This design comes from an exercise in tuning for small area, a short achievable clock period and few clock cycles per item on the open sky130 flow, not from production work.
Only simulation tests tie the RTL to the original design; equivalence was not proved.
Power and IR drop assume default switching activity.

## flow/design.v (module list and top-level ports; edited modules follow where they fit)
// module PipeIntMul: 4163 lines
// module mul_fa: 3 lines
// module mul_ha: 3 lines
module PipeIntMul(
  input  [31:0] intA,
  input  [31:0] intB,
  output [63:0] longP,
  input         val_op,
  output        commit,
  output        oprand_rdy,
  input         clk,
  input         reset
);
  // ...
==> flow/flow/run.sh <==
#!/bin/bash
set -euo pipefail
MARGIN=$(cat flow/margin.txt 2>/dev/null || echo 5)
bash standard.sh SETUP_SLACK_MARGIN="$MARGIN" TNS_END_PERCENT=100 finish > flow_make.log 2>&1
==> flow/flow/margin.txt <==
6
==> flow/standard.sh <==
#!/bin/bash
# synth_recipe.tcl (not shown) runs the flow's synth.tcl, then flattens the netlist and writes it again
# the make line also repeats each setting of config.mk as NAME=value (left out here)
make -C /OpenROAD-flow-scripts/flow DESIGN_CONFIG=/design/flow/config.mk WORK_HOME=/design/flow/orfs CLKGATE_MAP_FILE= SYNTH_SCRIPT=/design/flow/synth_recipe.tcl "${@:-finish}"
==> flow/config.mk <==
export PLATFORM = sky130hd
export DESIGN_NAME = PipeIntMul
export DESIGN_NICKNAME = PipeIntMul
export VERILOG_FILES = /design/flow/design.v
export SDC_FILE = /design/flow/constraint.sdc
export NUM_CORES = 4
export LEC_CHECK = 0
export CAP_MARGIN = 20
export CORE_MARGIN = 2
export CORE_UTILIZATION = 40
export SLEW_MARGIN = 20
export SYNTH_HIERARCHICAL = 1
export SYNTH_MINIMUM_KEEP_SIZE = 0
==> flow/constraint.sdc <==
create_clock -name core_clock -period 9.0 [get_ports {clk}]
set_input_delay 1.8000 -clock core_clock [delete_from_list [all_inputs] [get_ports {clk}]]
set_output_delay 1.8000 -clock core_clock [all_outputs]
set_load 0.01 [all_outputs]
==> flow_metrics.env, run 1 <==
export IMPL_cts_htree_levels=2
export IMPL_synth_cell_area_mm2=0.0305
export IMPL_status="no timing/DRC/antenna violations"
export IMPL_ff2ff_path_depth=13
export IMPL_dp_hpwl_mm=64.5
export IMPL_route_detailed_drc=0
export IMPL_rr_startpoint="m0_r[43]"
export IMPL_multi_input_area_mm2=0.0261
export IMPL_drt_wl_total_mm=127
export IMPL_grt_met2_usage_pct=47.9
export IMPL_ant_nets=0
export IMPL_wl_per_cell_um=30.7
export IMPL_dr_pass1_iters=9
export IMPL_io_buffers=131
export IMPL_fin_area_mm2=0.0431
export IMPL_num_nonclk_inverters=34
export IMPL_buffers_excl_clock=549
export IMPL_dieArea_mm2=0.0786
export IMPL_grt_antenna_before_repair=1
export IMPL_yosys_area_top_type_share_pct=31.5
export IMPL_synth_edff_count=0
export IMPL_sh_seq_area_pct=16.1
export IMPL_path_max_fanout=3
export IMPL_grt_pass1_wl_mm=178
export IMPL_mostFrequentLayoutCell="xnor2_1"
export IMPL_clock_area_share_pct=3.22
export IMPL_synth_fa_ha_area_share_pct=35.9
export IMPL_top_power_group="combinational cells"
export IMPL_final_setup_skew_ns=0.0250
export IMPL_drt_met1_wl_mm=44.8
export IMPL_gr_total_overflow=0
export IMPL_taps=978
export IMPL_critPathBufInv=2
export IMPL_finalCriticalPeriod_ns=3.61
export IMPL_cp_slowest_cell="or4_4"
export IMPL_path_class="flop to flop"
export IMPL_drtIter0Drc=3258
export IMPL_io_pins=133
export IMPL_endpoint_kind="flop"
export IMPL_rows=101
Testbench counts, summed over its fixed seeds: cycles 816, items 800.
==> run 2, diff against run 1 <==
==> flow/run.sh (new file) <==
#!/bin/bash
# synth_recipe.tcl (not shown) runs the flow's synth.tcl, then flattens the netlist and writes it again
# the make line also repeats each setting of config.mk as NAME=value (left out here)
make -C /OpenROAD-flow-scripts/flow DESIGN_CONFIG=/design/flow/config.mk WORK_HOME=/design/flow/orfs CLKGATE_MAP_FILE= SYNTH_SCRIPT=/design/flow/synth_recipe.tcl finish
--- a/flow/config.mk
+++ b/flow/config.mk
@@ -9,5 +9,7 @@
 export CORE_MARGIN = 2
 export CORE_UTILIZATION = 40
+export SETUP_SLACK_MARGIN = 5
 export SLEW_MARGIN = 20
 export SYNTH_HIERARCHICAL = 1
 export SYNTH_MINIMUM_KEEP_SIZE = 0
+export TNS_END_PERCENT = 100
removed: flow/flow/run.sh
removed: flow/flow/margin.txt
removed: flow/standard.sh
==> run 2 against run 1 <==
  * Register-to-register slack lost 0.35 ns
  * Total power shrank 22%
  * Combinational power shrank 28%
  * Still clean on timing, DRC and antenna
  * Clock-buffer cell count grew 4
  * Via count shrank 11%
==> flow_metrics.env, run 2 <==
export IMPL_path_cells="buf_4 -> a22oi_1 -> xnor2_1 -> fa_1 -> fa_1 -> fa_1 -> fa_1 -> fa_1 -> ha_1"
export IMPL_numCtsBuffers=39
export IMPL_switchingPower_mw=7.36
export IMPL_p_sw_share_pct=47.7
export IMPL_final_setup_skew_ns=0.0241
export IMPL_synth_top_family_by_area="adder cells"
export IMPL_ff2ff_path_depth=9
export IMPL_r2r_end="m0_r[91]"
export IMPL_cts_tree="built"
export IMPL_path_max_fanout=33
export IMPL_largest_reg_flops=188
export IMPL_setup_viol=0
export IMPL_rr_startpoint="a0_r[4]"
export IMPL_crit_required_ns=9.45
export IMPL_slowest_delay_ns=0.54
export IMPL_fin_ws_ns=5.04
export IMPL_largest_registers="m0_r (188), p_r (64), a0_r (32)"
export IMPL_tightest_slew_ns=0.915
export IMPL_rsz0062_at_grt="true"
export IMPL_async_reset_ff_share_pct=0
export IMPL_yosys_area_top_type_share_pct=31.5
export IMPL_post_drt_via_cell_ratio=6.17
export IMPL_dieArea_mm2=0.0786
export IMPL_top_register="m0_r"
export IMPL_cp_start_kind="flop"
export IMPL_pre_cts_ws_ns=4.84
export IMPL_io_buffers=131
export IMPL_ys_seq_area_share_pct=22.0
export IMPL_n_fill_cell=6845
export IMPL_yosysWarnings=7
export IMPL_cts_root_buf="clkbuf_16"
export IMPL_postCtsSetupBuffers=0
export IMPL_total_power_mw=15.4
export IMPL_hold_start="val_r[1]"
export IMPL_ys_ff_latch=335
export IMPL_grt_pass1_wl_mm=156
export IMPL_rows=101
export IMPL_slew_headroom_pct=39.0
export IMPL_synth_fa_ha_area_share_pct=35.9
export IMPL_yosys_area_top_type="fa_1"
export IMPL_setup_tns_ns=0
export IMPL_yosys_top_cells_area="fa_1 (31%), dfxtp_1 (22%), xnor2_1 (16%)"
export IMPL_cp_slowest_cell="fa_1"
export IMPL_seq_power_share_pct=17.1
export IMPL_cellPowerDensity_mw_per_mm2=454
export IMPL_holdPathStages=1
export IMPL_io_pins=133
export IMPL_grt_use_total_pct=26.3
export IMPL_synth_cell_area_mm2=0.0305
export IMPL_start_util_pct=40.3
export IMPL_maxCapViolCount=0
export IMPL_ir_drop_v=0.000203
export IMPL_fmax_mhz=253
export IMPL_r2r_slack_ns=5.04
export IMPL_drive_gt1_share_pct=6.68
export IMPL_p_leak_nw=12.4
export IMPL_yosys_area_share_simple_pct=3.88
export IMPL_cp_top_family="adder cells"
export IMPL_pwr_share_clk_pct=10.7
export IMPL_ys_flop_type="dfxtp_1"
export IMPL_grt_pass1_vias=25488
export IMPL_clockBufferDepth=3
export IMPL_final_nets=3409
export IMPL_cp_data_arrival_time_ns=4.40
export IMPL_chipWidth_um=280
export IMPL_hold_class="flop to flop"
export IMPL_ant_nets=0
export IMPL_synth_compound_area_share_pct=16.6
export IMPL_holdPathEnd="val_r[2]"
export IMPL_synth_common_cells="xnor2_1 (571), a22oi_1 (497), fa_1 (480)"
export IMPL_gp_congestion=0.902
export IMPL_yosysUniqueCellTypes=59
export IMPL_synth_most_common_cell="xnor2_1"
export IMPL_hold_viol=0
export IMPL_path_class="flop to flop"
export IMPL_finalCriticalPeriod_ns=3.96
export IMPL_syn_area_per_cell_um2=10.9
export IMPL_synthXorXnorAreaFrac_pct=17.3
export IMPL_path_clk_slew_ns=0.06
export IMPL_route_detailed_drc=0
export IMPL_vias=23207
export IMPL_synthMuxAreaShare_pct=0.0656
export IMPL_drtIter0Drc=2732
export IMPL_finalCritPeriodShare_pct=44.0
export IMPL_drv_slew=0
export IMPL_die_y_um=280
export IMPL_syn_inst=2806
export IMPL_grt_start_max_net_pins=39
export IMPL_syn_to_final_growth_pct=11.2
export IMPL_cpMostUsedCell="fa_1"
export IMPL_comb_power_share_pct=72.1
export IMPL_cts_sinks=335
export IMPL_status="no timing/DRC/antenna violations"
export IMPL_drt_wl_total_mm=103
export IMPL_dr_pass1_iters=7
export IMPL_wl_per_cell_um=27.4
export IMPL_clk_latency_ns=0.58
export IMPL_layout_common_cells="xnor2_1 (571), a22oi_1 (497), fa_1 (480), dfxtp_1 (293), clkdlybuf4s50_1 (131)"
export IMPL_synth_edff_count=0
export IMPL_gr_total_overflow=0
export IMPL_mostFrequentLayoutCell="xnor2_1"
export IMPL_core_area_mm2=0.0757
export IMPL_grt_antenna_before_repair=1
export IMPL_hold_buffers=0
export IMPL_cts_htree_levels=2
export IMPL_p_int_mw=8.06
export IMPL_dp_hpwl_mm=65.9
export IMPL_endpoint_kind="flop"
export IMPL_critPathBufInv=1
## run 2: cell types whose count changed in the layout (fill, tap and decap cells not counted), moves of 42 or more
cell,change
fa_1,+248
fa_2,-248
a22oi_1,+181
a22oi_2,-181
buf_4,-117
buf_12,-110
xnor2_1,+95
xnor2_2,-94
clkdlybuf4s50_1,+65
ha_1,+53
buf_6,-50
ha_4,-45
dfxtp_1,+42
## run 2: how the worst max path moves through the flow
stage / from / to / slack (ns) / cells past startpoint
4_1_cts: one0_r[8] / m0_r[115] / 5.02 / 7
3_3_place_gp: m0_r[17] / p_r[62] / 4.87 / 12
3_5_place_dp: neg0_r[15] / m0_r[103] / 4.84 / 7
5_1_grt: neg0_r[11] / m0_r[91] / 4.93 / 8
6_report: a0_r[4] / m0_r[91] / 5.04 / 9
2_1_floorplan: neg0_r[5] / m0_r[103] / 5.23 / 8
## run 2: cell families after synthesis
family | count (synthesis)
xor gates and xnor gates | 604
adders and majority gates | 589
muxes | 2
and+or+nand+nor | 231
DFF | 335
AOI/OAI and AO/OA | 704
other | 1
buffers and inverters | 340
## run 2: Yosys stat by module (local to each module, per instance)
module | copies in the design | cells inside
PipeIntMul | 1 | 2280
mul_fa | 480 | 1
mul_ha | 46 | 1
## run 2: power groups by stage
stage | clock network (mW) | logic [mW] | registers [mW]
global route | 1.76 | 12.4 | 2.70
detailed placement | 0 | 11.0 | 2.68
CTS | 1.70 | 11.1 | 2.65
floorplan | 0 | 7.36 | 2.61
finish | 1.66 | 11.1 | 2.64
global placement | 0 | 10.8 | 2.65
## run 2: layout make-up
type / count / area (µm²) / share of cell area [%]
sequential: 335 / 6810 / 20.1
tap: 978 / 1220 / 3.60
clock buffer: 58 / 1150 / 3.38
timing repair buffer: 196 / 1810 / 5.32
clock inverter: 14 / 190 / 0.560
multi-input combinational: 2147 / 22600 / 66.7
antenna: 1 / 2.50 / 0.00737
inverter: 34 / 128 / 0.376
## run 2: layer usage
layer / vias to the layer above / wire [µm] / GRT usage, %
met2: 1640 / 46500 / 41.0
met1: 11684 / 39200 / 33.3
met5: - / 0 / 0
met3: 402 / 12700 / 8.08
met4: 0 / 4890 / 12.2
li1: 9481 / - / -
## run 2: repair_timing
item,in CTS,in global routing
gates cloned,0,0
pin swaps,0,2
gates resized for setup,18,12
setup endpoints to repair,17,18
## run 2: metrics by stage
step                hold WS (ns)  area (µm²)  utilization [%]  instances
global placement           0.422       32500             42.9       3690
floorplan                  0.329       30600                -       2822
CTS                        0.450       33900             44.8       3762
detailed placement         0.434       32500             42.9       3690
global route               0.461       33900             44.8       3762
finish                     0.441       33900             44.8       3763
==> run 3, diff against run 2 <==
--- a/flow/config.mk
+++ b/flow/config.mk
@@ -8,5 +8,6 @@
 export CAP_MARGIN = 20
 export CORE_MARGIN = 2
-export CORE_UTILIZATION = 40
+export CORE_UTILIZATION = 60
+export CTS_BUF_LIST = sky130_fd_sc_hd__clkbuf_4 sky130_fd_sc_hd__clkbuf_8
 export SETUP_SLACK_MARGIN = 5
 export SLEW_MARGIN = 20
==> run 3 against run 2 <==
  * Sequential power about the same
  * Non-clock buffer count decreased by 7
  * Die area fell by 33%
  * First-iteration DRC count grew 5.1%
  * Sequential cell count is the same
  * Synthesized cell count unchanged
  * Hold slack better by 0.011 ns
  * Fmax rose by 0.24%
  * Cell count down 7.5%
  * Register-to-register slack about the same
  * Clock power about the same
  * Clock skew increased by 0.028 ns
  * Largest cell class unchanged
==> flow_metrics.env, run 3 <==
export IMPL_dp_hpwl_mm=63.1
export IMPL_endpoint_kind="flop"
export IMPL_cp_slowest_cell="fa_1"
export IMPL_cts_tree="built"
export IMPL_ys_flop_type="dfxtp_1"
export IMPL_final_setup_skew_ns=0.0519
export IMPL_wl_per_cell_um=28.5
export IMPL_mostFrequentLayoutCell="xnor2_1"
export IMPL_ys_ff_latch=335
export IMPL_fmax_mhz=253
export IMPL_path_class="flop to flop"
export IMPL_ys_seq_area_share_pct=22.0
export IMPL_final_cells=3482
export IMPL_finalCritPeriodShare_pct=43.8
export IMPL_utilization_pct=67.0
export IMPL_drtIter0Drc=2871
export IMPL_path_clk_slew_ns=0.06
export IMPL_clk_latency_ns=0.69
export IMPL_die_y_um=230
export IMPL_syn_area_per_cell_um2=10.9
export IMPL_grt_pass1_vias=24990
export IMPL_yosysWarnings=7
export IMPL_io_pins=133
export IMPL_grt_pass1_wl_mm=151
export IMPL_synth_common_cells="xnor2_1 (571), a22oi_1 (497), fa_1 (480)"
export IMPL_crit_required_ns=9.57
export IMPL_top_register="m0_r"
export IMPL_drive_gt1_share_pct=8.12
export IMPL_grt_use_total_pct=37.8
export IMPL_dr_pass1_iters=8
export IMPL_largest_registers="m0_r (188), p_r (64), a0_r (32)"
export IMPL_core_area_mm2=0.0502
export IMPL_drv_slew=0
export IMPL_hold_viol=0
export IMPL_grt_start_max_net_pins=36
export IMPL_cp_start_kind="flop"
export IMPL_slowest_delay_ns=0.56
export IMPL_rows=82
export IMPL_drt_wl_total_mm=99.3
export IMPL_synth_cell_area_mm2=0.0305
export IMPL_vias=23359
export IMPL_maxCapViolCount=0
export IMPL_cts_root_buf="clkbuf_8"
export IMPL_post_drt_via_cell_ratio=6.71
export IMPL_slew_headroom_pct=45.3
export IMPL_cellPowerDensity_mw_per_mm2=460
export IMPL_path_cells="buf_4 -> a22oi_1 -> xnor2_1 -> fa_1 -> fa_1 -> fa_1 -> fa_1 -> fa_1 -> ha_1"
export IMPL_rsz0062_at_grt="false"
export IMPL_ir_drop_v=0.000652
export IMPL_dieArea_mm2=0.0527
export IMPL_largest_reg_flops=188
export IMPL_ff2ff_path_depth=9
export IMPL_layout_common_cells="xnor2_1 (571), a22oi_1 (497), fa_1 (480), dfxtp_1 (285), clkdlybuf4s50_1 (131)"
export IMPL_syn_to_final_growth_pct=10.1
export IMPL_numCtsBuffers=56
export IMPL_cts_htree_levels=2
export IMPL_setup_viol=0
export IMPL_cts_sinks=335
export IMPL_start_util_pct=60.9
export IMPL_yosys_top_cells_area="fa_1 (31%), dfxtp_1 (22%), xnor2_1 (16%)"
export IMPL_final_nets=3419
export IMPL_clockBufferDepth=3
export IMPL_path_max_fanout=33
export IMPL_synth_edff_count=0
export IMPL_ant_nets=0
export IMPL_syn_inst=2806
export IMPL_yosysUniqueCellTypes=59
export IMPL_chipWidth_um=230
export IMPL_dp_cells=3375
export IMPL_hold_ws_ns=0.452
export IMPL_status="no timing/DRC/antenna violations"
export IMPL_cp_data_arrival_time_ns=4.52
export IMPL_hold_class="flop to flop"
export IMPL_synth_most_common_cell="xnor2_1"
export IMPL_holdPathStages=1
export IMPL_async_reset_ff_share_pct=0
export IMPL_yosys_area_top_type="fa_1"
export IMPL_io_buffers=131
export IMPL_total_power_mw=15.5
export IMPL_gr_total_overflow=0
export IMPL_p_leak_nw=12.5
export IMPL_cpMostUsedCell="fa_1"
export IMPL_tightest_slew_ns=0.821
export IMPL_route_detailed_drc=0
export IMPL_grt_antenna_before_repair=0
export IMPL_setup_tns_ns=0
export IMPL_finalCriticalPeriod_ns=3.95
export IMPL_gp_congestion=0.939
export IMPL_yosys_area_top_type_share_pct=31.5
## run 3: cell counts after synthesis
Identical to the previous run, type by type.
## run 3: modules after synthesis (local to each module, per instance)
module      area [µm²]  flip-flops and latches  copies in the design
mul_fa            20.0                       0                   480
mul_ha            12.5                       0                    46
PipeIntMul       20400                     335                     1
## run 3: logic make-up (layout without fill, tap and decap cells)
kind of cell / Yosys count / in the layout / share of synthesized area, %
multiplexers: 2 / 2 / 0.0656
XOR/XNOR: 604 / 604 / 17.3
AND/OR/NAND/NOR: 231 / 231 / 3.88
other: 1 / 18 / 0.0123
adder cells (fa/ha/maj): 589 / 589 / 35.9
AO/OA/AOI/OAI: 704 / 704 / 16.6
flip-flops: 335 / 335 / 22.0
buffers and inverters: 340 / 327 / 4.22
## run 3: repair_timing
item / in CTS / in global routing
pin swaps: 1 / 3
gates resized for setup: 17 / 27
hold endpoints to repair: 0 / 0
buffers inserted: 1 / 1
hold buffers: 0 / 0
setup endpoints to repair: 20 / 31
## run 3: power breakdown
| part | internal (mW) | switching (mW) |
|---|---|---|
| clock | 0.983 | 0.650 |
| sequential | 2.29 | 0.381 |
| combinational | 4.75 | 6.41 |
| total | 8.02 | 7.44 |
## run 3: per-layer routing
| metal | wire (µm) | vias up | share of wire (%) | GRT usage [%] |
|---|---|---|---|---|
| met5 | 51 | - | 0.051 | 0 |
| met1 | 38100 | 11701 | 38 | 49.6 |
| li1 | - | 9496 | - | - |
| met4 | 4380 | 2 | 4.4 | 15.7 |
| met2 | 43300 | 1732 | 44 | 56.8 |
| met3 | 13400 | 428 | 14 | 13.7 |
## run 3: worst paths after layout
check           start       end  slack (ns)
max reg2reg  a0_r[21]  m0_r[91]        5.05
max          a0_r[21]  m0_r[91]        5.05
min reg2reg  val_r[0]  val_r[1]        0.45
min          val_r[0]  val_r[1]        0.45
## run 3: stage by stage
stage,area (µm²),setup slack [ns]
CTS,33500,4.97
global route,33600,5.00
finish,33600,5.05
detailed placement,32100,4.83
floorplan,30600,5.23
global placement,32100,4.89
## run 3: layout make-up
type,instances,area [µm²]
antenna,1,2.50
clock buffer,85,1090
clock inverter,19,294
fill,3929,16600
inverter,34,128
multi-input combinational,2147,22600
sequential,335,6840
tap,672,841
timing repair buffer,189,1780
## run 3: critical path: cells and delay by family, from the launching register on
family / cells / cell delay (ns)
adder cells (fa/ha/maj): 6 / 2.60
flip-flops: 1 / 0.31
AO/OA/AOI/OAI: 1 / 0.22
buffers and inverters: 1 / 0.49
XOR/XNOR: 1 / 0.20

port drivers added, routing unchanged:
The results above use ideal ports. As a check the final layouts listed here were re-extracted and re-timed, cells and wires unchanged. Step 1 sets driving cells, clkbuf_16 on the clock port and buf_2 on the other inputs (assumed; they add their load-dependent delay and slew). Step 2 moves the port delays by t, midway between the first and last clock arrival at a register: inputs arrive t later, outputs are due t later. That takes back most of the time a late clock gives input paths. a / b / c = ideal / step 1 / step 2; a / b = the first two.
run | t (ns) | slack for setup (ns) | clock arrival spread, ns | worst register clock-pin slew, ns | cell pins on the clock port's net
run 1 | 0.676 | 5.390 / 5.390 / 5.390 | 0.025 / 0.026 | 0.06 / 0.06 | 1
run 2 | 0.629 | 5.044 / 5.044 / 5.044 | 0.024 / 0.025 | 0.06 / 0.06 | 1
run 3 | 0.721 | 5.054 / 5.054 / 5.054 | 0.057 / 0.056 | 0.07 / 0.07 | 1
After both steps setup and hold are still met in every run listed.
